This design comes from an exercise in tuning for small area, a short achievable clock period and few clock cycles per item on the open sky130 flow, not from production work.
The RTL was checked by simulation tests, not by an equivalence proof against the original design.

## run.sh

```bash
#!/bin/bash
# synth_recipe.tcl (not shown) runs the flow's synth.tcl, then flattens the netlist and writes it again
# the make line also repeats each setting of config.mk as NAME=value (left out here)
make -C /OpenROAD-flow-scripts/flow DESIGN_CONFIG=/design/flow/config.mk WORK_HOME=/design/flow/orfs CLKGATE_MAP_FILE= SYNTH_SCRIPT=/design/flow/synth_recipe.tcl finish
```

## config.mk

```make
export PLATFORM = sky130hd
export DESIGN_NAME = Sha3512
export DESIGN_NICKNAME = Sha3512
export VERILOG_FILES = /design/flow/design.v
export SDC_FILE = /design/flow/constraint.sdc
export NUM_CORES = 4
export LEC_CHECK = 0
export CAP_MARGIN = 30
export CORE_MARGIN = 2
export CORE_UTILIZATION = 30
export PLACE_DENSITY = 0.5
export SLEW_MARGIN = 30
```

## constraint.sdc

```tcl
create_clock -name core_clock -period 5.0 [get_ports {inClk}]
set_input_delay 1.0000 -clock core_clock [delete_from_list [all_inputs] [get_ports {inClk}]]
set_output_delay 1.0000 -clock core_clock [all_outputs]
set_load 0.01 [all_outputs]
```

## design.v

```verilog
module keccakP (
	input  wire [1599:0] inData,
	input  wire [63:0]   inRc,
	output wire [1599:0] outData
);
function integer rhoOff(input integer i);
	case (i)
		0: rhoOff = 0;   1: rhoOff = 1;   2: rhoOff = 62;  3: rhoOff = 28;  4: rhoOff = 27;
		5: rhoOff = 36;  6: rhoOff = 44;  7: rhoOff = 6;   8: rhoOff = 55;  9: rhoOff = 20;
		10: rhoOff = 3;  11: rhoOff = 10; 12: rhoOff = 43; 13: rhoOff = 25; 14: rhoOff = 39;
		15: rhoOff = 41; 16: rhoOff = 45; 17: rhoOff = 15; 18: rhoOff = 21; 19: rhoOff = 8;
		20: rhoOff = 18; 21: rhoOff = 2;  22: rhoOff = 61; 23: rhoOff = 56; default: rhoOff = 14;
	endcase
endfunction
wire [63:0] c [0:4];
wire [63:0] d [0:4];
wire [63:0] b [0:24];
genvar x, y;
generate
	for (x = 0; x < 5; x = x + 1) begin : gc
		assign c[x] = inData[64*x +: 64] ^ inData[64*(x+5) +: 64] ^ inData[64*(x+10) +: 64]
		            ^ inData[64*(x+15) +: 64] ^ inData[64*(x+20) +: 64];
	end
	for (x = 0; x < 5; x = x + 1) begin : gd
		assign d[x] = c[(x+4)%5] ^ {c[(x+1)%5][62:0], c[(x+1)%5][63]};
	end
	for (y = 0; y < 5; y = y + 1) begin : gby
		for (x = 0; x < 5; x = x + 1) begin : gbx
			wire [63:0] t = inData[64*(x+5*y) +: 64] ^ d[x];
			if (rhoOff(x+5*y) == 0)
				assign b[y + 5*((2*x+3*y)%5)] = t;
			else
				assign b[y + 5*((2*x+3*y)%5)] = {t[63-rhoOff(x+5*y):0], t[63:64-rhoOff(x+5*y)]};
		end
	end
	for (y = 0; y < 5; y = y + 1) begin : gcy
		for (x = 0; x < 5; x = x + 1) begin : gcx
			if (x == 0 && y == 0)
				assign outData[0 +: 64] = b[0] ^ (~b[1] & b[2]) ^ inRc;
			else
				assign outData[64*(x+5*y) +: 64] = b[x+5*y] ^ (~b[(x+1)%5+5*y] & b[(x+2)%5+5*y]);
		end
	end
endgenerate
endmodule
module Sha3512(
	input  wire         inClk,
	input  wire         inInit,
	input  wire         inDataWr,
	input  wire [575:0] inData,
	output wire [575:0] outData,
	output wire         outBusy
);
reg  [1599:0] regState;
reg           regBusy;
reg  [4:0]    regRound;
reg  [63:0]   rc;
wire [1599:0] roundOut;
always @(*) begin
	case (regRound)
		5'd0:  rc = 64'h0000000000000001;  5'd1:  rc = 64'h0000000000008082;
		5'd2:  rc = 64'h800000000000808A;  5'd3:  rc = 64'h8000000080008000;
		5'd4:  rc = 64'h000000000000808B;  5'd5:  rc = 64'h0000000080000001;
		5'd6:  rc = 64'h8000000080008081;  5'd7:  rc = 64'h8000000000008009;
		5'd8:  rc = 64'h000000000000008A;  5'd9:  rc = 64'h0000000000000088;
		5'd10: rc = 64'h0000000080008009;  5'd11: rc = 64'h000000008000000A;
		5'd12: rc = 64'h000000008000808B;  5'd13: rc = 64'h800000000000008B;
		5'd14: rc = 64'h8000000000008089;  5'd15: rc = 64'h8000000000008003;
		5'd16: rc = 64'h8000000000008002;  5'd17: rc = 64'h8000000000000080;
		5'd18: rc = 64'h000000000000800A;  5'd19: rc = 64'h800000008000000A;
		5'd20: rc = 64'h8000000080008081;  5'd21: rc = 64'h8000000000008080;
		5'd22: rc = 64'h0000000080000001;  default: rc = 64'h8000000080008008;
	endcase
end
keccakP keccakp (.inData(regState), .inRc(rc), .outData(roundOut));
always @(posedge inClk) begin
	if (inInit) begin
		regState <= 1600'b0;
		regBusy  <= 1'b0;
		regRound <= 5'd0;
	end else if (regBusy) begin
		regState <= roundOut;
		regBusy  <= (regRound != 5'd23);
		regRound <= (regRound == 5'd23) ? 5'd0 : regRound + 5'd1;
	end else if (inDataWr) begin
		regState[575:0] <= regState[575:0] ^ inData;
		regBusy <= 1'b1;
	end
end
assign outData = {64'b0, regState[511:0]};
assign outBusy = regBusy;
endmodule
```

==> out/metrics.csv, run 1 <==
stage,metric,value,unit
global_route,antenna_found_initial,218,
sta,skew,69.1,ps
outcome,status,"complete, no violations",
synth,ys_seq_area_share,22.8,%
clocking,cts_buffer_depth,4,
floorplan,die_w,692,um
worst_setup_path,worst_ep_arrival_time,5370,ps
sta,rsz0062_at_grt,no,
worst_setup_path,reg2reg_to,regState[1469],
route,drt_iter0_drc,23090,
floorplan,boundaryPins,1156,
worst_setup_path,crit_cells,7,
final_layout,final_common_cell,nor2_1,
synth,ys_types,67,
sta,worst_slew_margin_rel,15.4,%
sta,fmax,222,MHz
route,post_drt_via_cell_ratio,5.95,
sta,drv_slew,0,
floorplan,die_area,0.478,mm2
route,postRouteAntennaNets,0,
clocking,insertion_delay,1080,ps
route,drc,0,
route,routedWlPerCell,57.3,um
floorplan,fp-row-count,252,
worst_setup_path,cp_slowest_cell,xnor3_1,
floorplan,start_util,30.1,%
worst_setup_path,crit_chain,xnor3_1 > xnor2_4 > buf_4 > xnor3_1 > nand2_1 > xor2_1 > a211oi_2,
worst_hold_path,hp-start,inInit,
placed_design,dp_hpwl,1090,mm
placed_design,dp_slack,872,ps
route,route.final.wire_length,1250,mm
placed_design,port_buffers,1091,
synth,synth_area_leaders,"xnor3_1 (25%), dfxtp_1 (23%), xnor2_1 (12%)",
clocking,cts_hold_buffers,0,
worst_setup_path,reg2reg_depth,7,
worst_setup_path,timing.critical_path.from,regState[1556],
sta,hold_viol,0,
clocking,post-cts-setup-buffer-count,0,
synth,yosysWarnings,2,
route,route.vias.total,129491,
worst_setup_path,critPathMaxFanout,6,
synth,synth_top_flop_cell,dfxtp_1,
flow_run,max-cap-violations,0,
placed_design,placed_area,0.165,mm2
clocking,cts_root_buf,clkbuf_16,
route,first_pass_iters,6,
worst_setup_path,r2r_setup_slack,500,ps
sta,finalCriticalPeriod,4500,ps
synth,syn-cell-area,0.142,mm2
clocking,cts_resized,0,
global_route,grt_pass1_wl,1490,mm
worst_hold_path,min_path_type,in -> reg,
worst_setup_path,end_kind,register,
clocking,clock-sinks,1613,
global_route,grt_pass1_vias,111124,
worst_setup_path,critical-path-top-delay-family,XOR/XNOR gates,
worst_setup_path,crit_buf_inv,1,
global_route,grt_util_all_layers,50.3,%
placed_design,place.gp.congestion,1.12,
synth,synth_edf_count,0,
worst_setup_path,required,5880,ps
floorplan,core_area,0.471,mm2
worst_setup_path,r2r-start,regState[1556],
worst_setup_path,critPathMostFrequentCell,xnor3_1,
sta,timing.final.crit_share,89.9,%
synth,ys_ff_latch,1613,
worst_setup_path,cp-start-kind,register,
global_route,grt_overflow,0,
synth,synth_top_area_share,25.5,%
final_layout,area_growth,22.3,%
worst_setup_path,critical_path_class,reg -> reg,
final_layout,num-nets-final,15772,
worst_setup_path,slowest_delay,900,ps
final_layout,fill_cells,47301,
synth,syn_area_per_cell,10.1,um2
sta,tightest_slew,1270,ps
final_layout,drive_gt1_share,13.0,%
sta,setup_viol,0,
final_layout,design_area,0.173,mm2
sta,final.setup.tns,0,ps
clocking,cts.htree.levels,4,
synth,async_flop_share,0,%
worst_hold_path,min_to,regState[120],
clocking,cts_made_buffers,233,
global_route,grt_max_degree,152,
synth,yosys.area.top_type,xnor3_1,
clocking,cts_tree,done,
clocking,clkTransAtPathRegs,70,ps
floorplan,die_height,692,um
final_layout,layout_common_cells,"nor2_1 (1880), xnor2_1 (1714), dfxtp_1 (1612)",
sta,fin_ws,505,ps
synth,synthCells,14094,
worst_hold_path,hold_depth,2,
[worst register-to-register path, stage by stage (launching register included)]
cell and delay (ps):
dfxtp_1 890, xnor3_1 630, xnor2_4 310, buf_4 380, xnor3_1 910, nand2_1 170, xor2_1 240, a211oi_2 770
[flip-flops by register name (all words and copies together) (netlist names)]
signal,count
regState,1600
keccakp.inRc,7
regRound,5
regBusy,1
[cell type report]
type	count	area [um2]	share of cell area (%)
Tap cell	6223	7790	4.49
Antenna cell	160	400	0.231
Sequential cell	1613	32300	18.6
Clock buffer	359	6960	4.01
Multi-Input combinational cell	11160	106000	60.9
Timing Repair Buffer	2151	19600	11.3
Inverter	26	105	0.0606
Clock inverter	56	774	0.446
[per-layer routing]
layer,vias to the layer above,share of wire [%],GRT usage [%]
met2,10190,38,67.2
met5,-,0.030,0
met1,66234,38,61.6
li1,50844,-,-
met3,2171,12,19.1
met4,52,11,46.2
[synthesized netlist by cell type, types with 19 or more instances]
| cell | number |
|---|---|
| a21o_1 | 81 |
| and3_1 | 19 |
| a21oi_1 | 32 |
| nand2_1 | 974 |
| nand2b_1 | 293 |
| o21ai_0 | 392 |
| a311oi_1 | 470 |
| nand3b_1 | 24 |
| nor2_1 | 1881 |
| or4_1 | 50 |
| buf_4 | 579 |
| o31a_1 | 19 |
| clkbuf_1 | 627 |
| xnor2_1 | 2013 |
| xor2_1 | 797 |
| xnor2_2 | 99 |
| buf_2 | 135 |
| xor3_1 | 88 |
| o2111ai_1 | 33 |
| or3_1 | 405 |
| o2bb2ai_1 | 37 |
| dfxtp_1 | 1613 |
| nor3_1 | 34 |
| o21bai_1 | 24 |
| o21a_1 | 23 |
| xnor2_4 | 73 |
| xnor3_1 | 1603 |
| nor2b_1 | 236 |
| a211oi_1 | 1053 |
| nand3_1 | 197 |
| o211ai_1 | 50 |
| inv_1 | 25 |
[cell families after synthesis]
| logic type | after synthesis | synth area share [%] |
|---|---|---|
| compound gates | 2246 | 11.7 |
| flops | 1613 | 22.8 |
| buf+inv | 1384 | 5.33 |
| simple gates | 4163 | 13.2 |
| other cells | 1 | 0.00264 |
| mux | 1 | 0.00706 |
| xor+xnor | 4678 | 46.9 |
| fa+ha+maj | 8 | 0.0706 |
[metrics by stage]
stage          instances  hold WS, ps  utilization (%)
2_1_floorplan      14157          474                -
3_3_place_gp       21163          493             34.9
5_1_grt            21597          481             36.8
6_report           21748          449             36.9
4_1_cts            21585          472             36.7
3_5_place_dp       21170          494             35.1
[worst max-delay path by stage]
stage,to
6_report,regState[1469]
5_1_grt,regState[1469]
4_1_cts,regState[1469]
3_5_place_dp,regState[1469]
3_3_place_gp,regState[1469]
2_1_floorplan,keccakp.inRc[31]
Testbench counts, summed over its fixed seeds: cycles 12,417, blocks 489.
==> inputs of run 2 (changes only) <==
--- a/design.v
+++ b/design.v
@@ -74,3 +74,4 @@
 end
-keccakP keccakp (.inData(regState), .inRc(rc), .outData(roundOut));
+wire [1599:0] roundIn = {regState[1599:576], regState[575:0] ^ (inData & {576{~regBusy}})};
+keccakP keccakp (.inData(roundIn), .inRc(rc), .outData(roundOut));
 always @(posedge inClk) begin
@@ -80,3 +81,3 @@
 		regRound <= 5'd0;
-	end else if (regBusy) begin
+	end else if (regBusy || inDataWr) begin
 		regState <= roundOut;
@@ -84,5 +85,2 @@
 		regRound <= (regRound == 5'd23) ? 5'd0 : regRound + 5'd1;
-	end else if (inDataWr) begin
-		regState[575:0] <= regState[575:0] ^ inData;
-		regBusy <= 1'b1;
 	end
==> run 2 against run 1 <==
Net effect:
- clock skew decreased by 22 ps
- global-route usage is 0.50 points higher
- final area increased by 7.6%
- sequential share of layout area decreased by 1.3 points
- wire length rose by 8.1%
- fmax down 5.6%
- die area rose by 7.5%
- first-iteration DRC count rose by 5.2%
==> out/metrics.csv, run 2 <==
stage,metric,value,unit
floorplan,die_height,717,um
synth,syn_area_per_cell,10.1,um2
clocking,cts_root_buf,clkbuf_16,
synth,synthSimpleGateAreaFrac,15.5,%
global_route,antenna_found_initial,181,
worst_hold_path,hp-start,inInit,
worst_setup_path,crit_chain,buf_12 > buf_12 > nor2b_1 > buf_4 > xnor2_1 > buf_4 > xnor3_1 > xnor3_1 > nand2_1 > xnor2_1 > a211oi_1,
floorplan,start_util,30.1,%
sta,timing.final.crit_share,95.3,%
sta,tightest_slew,1220,ps
route,route.final.wire_length,1350,mm
placed_design,place.gp.congestion,1.12,
synth,synth_compound_area_share,8.43,%
global_route,grt_overflow,0,
flow_run,max-cap-violations,0,
worst_hold_path,min_path_type,in -> reg,
route,drt_iter0_drc,24281,
worst_setup_path,required,5910,ps
floorplan,die_w,717,um
clocking,cts_buffer_depth,4,
synth,synth_top_flop_cell,dfxtp_1,
floorplan,die_area,0.514,mm2
synth,synthCells,15122,
final_layout,num-nets-final,17301,
worst_setup_path,end_kind,register,
sta,hold_viol,0,
synth,synth-adder-area-share,0.0657,%
worst_setup_path,reg2reg_depth,11,
worst_setup_path,r2r-start,regBusy,
sta,setup_viol,0,
clocking,insertion_delay,1040,ps
final_layout,seqCellArea,0.0323,mm2
worst_setup_path,critPathMaxFanout,26,
route,route.vias.total,139627,
synth,yosys.area.top_type,xnor3_1,
placed_design,placed_area,0.178,mm2
worst_hold_path,hold_depth,2,
route,post_drt_via_cell_ratio,5.88,
worst_setup_path,worst_ep_arrival_time,5670,ps
route,first_pass_iters,8,
sta,finalCriticalPeriod,4760,ps
clocking,post-cts-setup-buffer-count,0,
final_layout,design_area,0.187,mm2
final_layout,drive_gt1_share,12.5,%
worst_setup_path,crit_buf_inv,4,
clocking,clock-sinks,1613,
worst_setup_path,cp-start-kind,register,
synth,syn-cell-area,0.152,mm2
placed_design,dp_hpwl,1180,mm
final_layout,area_growth,22.5,%
route,drc,0,
final_layout,multi_input_area,0.114,mm2
worst_setup_path,slowest_delay,1010,ps
global_route,grt_pass1_wl,1610,mm
synth,synth_edf_count,0,
floorplan,fp-row-count,261,
global_route,grt_util_all_layers,50.8,%
final_layout,fill_cells,50941,
synth,ys_ff_latch,1613,
synth,synth_mux_area_share,0.332,%
worst_setup_path,reg2reg_to,regState[789],
synth,synth_top_area_share,25.4,%
sta,fin_hold_ws,395,ps
outcome,status,"complete, no violations",
placed_design,port_buffers,1091,
final_layout,largest_reg_flops,1600,
sta,fmax,210,MHz
sta,skew,47.5,ps
sta,rsz0062_at_grt,no,
floorplan,boundaryPins,1156,
synth,ys_seq_area_share,21.2,%
worst_setup_path,critical_path_class,reg -> reg,
final_layout,top_register,regState,
synth,ys_types,60,
global_route,grt_max_degree,193,
global_route,grt_pass1_vias,120047,
sta,worst_slew_margin_rel,19.0,%
worst_setup_path,r2r_setup_slack,240,ps
worst_setup_path,critical-path-top-delay-family,XOR/XNOR gates,
worst_hold_path,min_to,regRound[1],
floorplan,core_area,0.506,mm2
clocking,cts_made_buffers,238,
route,routedWlPerCell,56.7,um
synth,synth_top_family_by_area,XOR/XNOR gates,
synth,synth_most_common_cell,xnor2_1,
synth,yosysWarnings,2,
clocking,cts.htree.levels,4,
clocking,cts_resized,0,
final_layout,layout_common_cells,"xnor2_1 (2520), nor2_1 (2080), xnor3_1 (1686)",
synth,synth_area_leaders,"xnor3_1 (25%), dfxtp_1 (21%), xnor2_1 (15%)",
synth,synth_commonest_cells,"xnor2_1 (2633), nor2_1 (2081), xnor3_1 (1721)",
synth,async_flop_share,0,%
clocking,clkTransAtPathRegs,60,ps
route,postRouteAntennaNets,0,
sta,drv_slew,0,
clocking,cts_tree,done,
final_layout,final_common_cell,xnor2_1,
synth,synth-xor-area-share,49.7,%
final_layout,final_core_util,36.9,%
clocking,cts_hold_buffers,0,
worst_setup_path,cp_slowest_cell,xnor3_1,
[run 2: cells by family after synthesis]
family	after synthesis
AO/OA/AOI/OAI	1670
multiplexers	48
XOR/XNOR	5391
buffers and inverters	1307
adder cells (fa/ha/maj)	8
flip-flops	1613
other	1
AND/OR/NAND/NOR	5084
[run 2: metrics by stage]
step	setup TNS, ps	cells	setup WS [ps]
2_1_floorplan	0	15185	1760
3_3_place_gp	-150	23176	-83.9
3_5_place_dp	0	23179	95.5
4_1_cts	0	23608	513
5_1_grt	0	23615	472
6_report	0	23743	237
[run 2: worst max-delay path by stage]
stage | startpoint | endpoint | slack, ps | depth (start not counted)
2_1_floorplan | regBusy | keccakp.inRc[3] | 1760 | 14
3_3_place_gp | inData[258] | regState[1451] | -80 | 9
3_5_place_dp | inData[278] | regState[627] | 100 | 9
4_1_cts | regBusy | regState[895] | 510 | 9
5_1_grt | regBusy | regState[563] | 470 | 9
6_report | regBusy | regState[789] | 240 | 11
[run 2: area by class of cell]
class / count / area share, %
Timing Repair Buffer: 2555 / 12.4
Antenna cell: 134 / 0.180
Tap cell: 6706 / 4.49
Multi-Input combinational cell: 12265 / 61.2
Sequential cell: 1613 / 17.3
Clock buffer: 356 / 3.78
Inverter: 41 / 0.0864
Clock inverter: 73 / 0.519
[run 2: per-layer routing]
| layer | part of all wire (%) | track usage, % |
|---|---|---|
| met4 | 11 | 43.9 |
| met3 | 13 | 19.5 |
| met2 | 38 | 66.7 |
| met5 | 0.083 | 0.364 |
| met1 | 39 | 64.2 |
Testbench counts of run 2, summed over its fixed seeds: cycles 11,928, blocks 489.

==> re-timing with driven ports <==
Ports are ideal in the flow. The routed layouts listed here were re-timed in OpenROAD.
Step 1: set_driving_cell puts a clkbuf_16 on inClk and a buf_2 on each other input, an assumption about the parent block.
Step 2, shift: input delay + t, output delay - t, t = (earliest + latest rising clock arrival at the registers) / 2. This alone moves slack from input paths to output paths.
Slacks: ideal ports / drivers / drivers and shift; pairs: ideal ports / drivers.
run	t, ns	setup WS [ns]	hold WS [ns]	clock arrival spread, ns	worst register clock-pin slew, ns
run 1	1.144	0.505 / 0.505 / 0.505	0.449 / 0.441 / 0.514	0.071 / 0.070	0.07 / 0.07
run 2	1.158	0.237 / 0.237 / -0.149	0.395 / 0.290 / 0.505	0.049 / 0.048	0.07 / 0.07
Met with ideal ports but missed after step 2: setup timing in run 2. The setup slack of run 2, which loses most, moves by 0.000 ns with the drivers and by -0.386 ns with both steps.
